This is an optimization exercise on Yosys and OpenROAD, whose aim is small area, not a production implementation. Only simulation tests tie the RTL to the original design; equivalence was not proved. No activity file was given, so power comes from the tool's default toggle rates.

Setup of build 98:
==> flow/design.v (excerpt) <==
module mips(clk, reset, instr, dmem_rdata, PC_val, WD_val, dmem_addr, dmem_wdata, dmem_we, dmem_re);
For scale: ~4300 cells after synthesis, about 45000 sq um of cells after synthesis.
export LEC_CHECK = 0
export CAP_MARGIN = 10
export CORE_MARGIN = 2
export CORE_UTILIZATION = 55
export GPL_TIMING_DRIVEN = 0
export SETUP_SLACK_MARGIN = 0.3
export SLEW_MARGIN = 10
export SYNTH_HIERARCHICAL = 1
export BUFFER_PORTS_ARGS = -buffer_cell sky130_fd_sc_hd__buf_1
export CTS_ARGS = -sink_clustering_enable -repair_clock_nets -dont_use_dummy_load -buf_list {sky130_fd_sc_hd__clkbuf_4 sky130_fd_sc_hd__clkbuf_8} -sink_clustering_size 16 -sink_clustering_max_diameter 60
create_clock -name core_clock -period 12.0 [get_ports {clk}]
standard.sh (not shown) runs the stock make flow with config.mk's settings and CLKGATE_MAP_FILE= SYNTH_SCRIPT=/design/flow/synth_recipe.tcl, a recipe that flattens the netlist after the stock synthesis.
==> flow/flow/run.sh <==
#!/bin/bash
# Standard layout (standard.sh), with small port buffers and clock-tree sink
# clusters of at most 16 flip-flops, without dummy loads. make's output goes
# to standard.log; each ORFS step keeps its own log under orfs/logs.
set -euo pipefail
cat >> config.mk <<'EOC'
export BUFFER_PORTS_ARGS = -buffer_cell sky130_fd_sc_hd__buf_1
export CTS_ARGS = -sink_clustering_enable -repair_clock_nets -dont_use_dummy_load -buf_list {sky130_fd_sc_hd__clkbuf_4 sky130_fd_sc_hd__clkbuf_8} -sink_clustering_size 16 -sink_clustering_max_diameter 60
EOC
bash standard.sh > standard.log 2>&1
[inputs] build 80 vs build 98
Settings: SETUP_SLACK_MARGIN now 0.4, was 0.3; CORE_UTILIZATION now 65, was 55; CTS_ARGS now -sink_clustering_enable -repair_clock_nets -dont_use_dummy_load -buf_list {sky130_fd_sc_hd__clkbuf_4 sky130_fd_sc_hd__clkbuf_8} -sink_clustering_size 14 -sink_clustering_max_diameter 60, was -sink_clustering_enable -repair_clock_nets -dont_use_dummy_load -buf_list {sky130_fd_sc_hd__clkbuf_4 sky130_fd_sc_hd__clkbuf_8} -sink_clustering_size 16 -sink_clustering_max_diameter 60; PLACE_DENSITY now 0.72, previously not set.
==> flow/flow/run.sh <==
#!/bin/bash
# Standard layout (standard.sh), with small port buffers and clock-tree sink
# clusters of at most 14 flip-flops, without dummy loads. make's output goes
# to standard.log; each ORFS step keeps its own log under orfs/logs.
set -euo pipefail
cat >> config.mk <<'EOC'
export BUFFER_PORTS_ARGS = -buffer_cell sky130_fd_sc_hd__buf_1
export CTS_ARGS = -sink_clustering_enable -repair_clock_nets -dont_use_dummy_load -buf_list {sky130_fd_sc_hd__clkbuf_4 sky130_fd_sc_hd__clkbuf_8} -sink_clustering_size 14 -sink_clustering_max_diameter 60
EOC
bash standard.sh > standard.log 2>&1
--- outcome ---
In the flow results for build 80 and build 98, the clock-buffer cell count is larger on build 80. The faster design of the two is build 98; build 80 tops out lower. Hold slack: build 98 vs build 80 — no meaningful difference. From build 98 to build 80 the numbers moved as follows: post-synth design cell area did not really move; post-cts resize count fell by 18; fraction of the cycle the final worst path needs has increased. The sole clean run among build 80 and build 98 is build 98.
diff inputs: build 80 => build 90
Settings: CORE_UTILIZATION now 55, was 65; PLACE_DENSITY no longer set, was 0.72.
--- outcome ---
Build 90 | status: complete | timing, DRC, antenna: pass
The flow for build 80 finished, though final verification flagged max-capacitance violations, max-slew violations.
Layout clock buffer count, build 80 and build 90: larger value in build 90
Going from build 80 to build 90, post-CTS setup buffer count shrinks by 1.
Build 90: first-iteration DRC count lower than build 80
Between build 80 and build 90, clock skew is higher for build 80, build 90 comes in under that.
In build 90 the met1 routing resource usage after global routing turned out 7.7 points lower than in build 80.

* * *

Starting RTL as in the previous note.
clock: 12.0 ns
lec_check: 0
cap_margin: 20
core_margin: 2
core_utilization: 65
gpl_timing_driven: 0
place_density: 0.72
setup_slack_margin: 0.4
slew_margin: 20
synth_hierarchical: 1
buffer_ports_args: -buffer_cell sky130_fd_sc_hd__buf_1
cts_args: -sink_clustering_enable -repair_clock_nets -dont_use_dummy_load -buf_list {sky130_fd_sc_hd__clkbuf_4 sky130_fd_sc_hd__clkbuf_8} -sink_clustering_size 14 -sink_clustering_max_diameter 60
==> flow/flow/run.sh <==
#!/bin/bash
# Standard layout (standard.sh), with small port buffers and clock-tree sink
# clusters of at most 14 flip-flops, without dummy loads. make's output goes
# to standard.log; each ORFS step keeps its own log under orfs/logs.
set -euo pipefail
cat >> config.mk <<'EOC'
export BUFFER_PORTS_ARGS = -buffer_cell sky130_fd_sc_hd__buf_1
export CTS_ARGS = -sink_clustering_enable -repair_clock_nets -dont_use_dummy_load -buf_list {sky130_fd_sc_hd__clkbuf_4 sky130_fd_sc_hd__clkbuf_8} -sink_clustering_size 14 -sink_clustering_max_diameter 60
EOC
bash standard.sh > standard.log 2>&1
Next try:
==> flow/flow/run.sh (replaced) <==
#!/bin/bash
# Standard layout (standard.sh), with small port buffers and clock-tree sink
# clusters of at most 16 flip-flops, without dummy loads. make's output goes
# to standard.log; each ORFS step keeps its own log under orfs/logs.
set -euo pipefail
cat >> config.mk <<'EOC'
export BUFFER_PORTS_ARGS = -buffer_cell sky130_fd_sc_hd__buf_1
export CTS_ARGS = -sink_clustering_enable -repair_clock_nets -dont_use_dummy_load -buf_list {sky130_fd_sc_hd__clkbuf_4 sky130_fd_sc_hd__clkbuf_8} -sink_clustering_size 16 -sink_clustering_max_diameter 60
EOC
bash standard.sh > standard.log 2>&1
==> flow/config.mk (replaced) <==
export PLATFORM = sky130hd
export DESIGN_NAME = mips
export DESIGN_NICKNAME = mips
export VERILOG_FILES = /design/flow/design.v
export SDC_FILE = /design/flow/constraint.sdc
export NUM_CORES = 4
export LEC_CHECK = 0
export CAP_MARGIN = 10
export CORE_MARGIN = 2
export CORE_UTILIZATION = 60
export GPL_TIMING_DRIVEN = 0
export SETUP_SLACK_MARGIN = 0.3
export SLEW_MARGIN = 10
export SYNTH_HIERARCHICAL = 1
export BUFFER_PORTS_ARGS = -buffer_cell sky130_fd_sc_hd__buf_1
export CTS_ARGS = -sink_clustering_enable -repair_clock_nets -dont_use_dummy_load -buf_list {sky130_fd_sc_hd__clkbuf_4 sky130_fd_sc_hd__clkbuf_8} -sink_clustering_size 16 -sink_clustering_max_diameter 60
Outcome: The new run passed the timing, DRC and antenna checks; die area rises by 8.2%; utilization decreases by 6.0 points; power shrinks by about 1.2%; area after synthesis stays the same; wire length is about the same; combinational power falls by about 1%; synthesized cell count does not change; design area came out lower by 0.56%.

static timing again, ports no longer ideal:
No port has a modelled driver above. Below, the same layouts with a new extraction and two added sets of constraints. Step 1 sets driving cells, clkbuf_16 on the clock port and buf_2 on the other inputs (assumed; they add their load-dependent delay and slew). Step 2 adds t to the input delays and takes it off the output delays; t is the mean of the earliest and latest rising clock arrival at the registers after step 1. Input paths then give back, and output paths get back, about the clock's delay inside the block. Three values: no drivers, after step 1, after step 2; two values: the first two.
| run | t (ns) | slack for setup (ns) | clock arrival spread, ns | cell pins on the clock port's net |
|---|---|---|---|---|
| build 98 | 0.814 | 0.193 / 0.168 / 0.168 | 0.115 / 0.115 | 1 |
| build 80 | 0.796 | 0.152 / 0.125 / 0.125 | 0.125 / 0.125 | 1 |
| build 90 | 0.809 | 0.268 / 0.240 / 0.240 | 0.107 / 0.107 | 1 |
| the first run of note 2 | 0.790 | 0.278 / 0.251 / 0.251 | 0.127 / 0.127 | 1 |
| the second run of note 2 | 0.761 | 0.141 / 0.105 / 0.105 | 0.121 / 0.121 | 1 |
The setup slack of the second run of note 2, which loses most, moves by -0.036 ns with the drivers and by -0.036 ns with both steps.
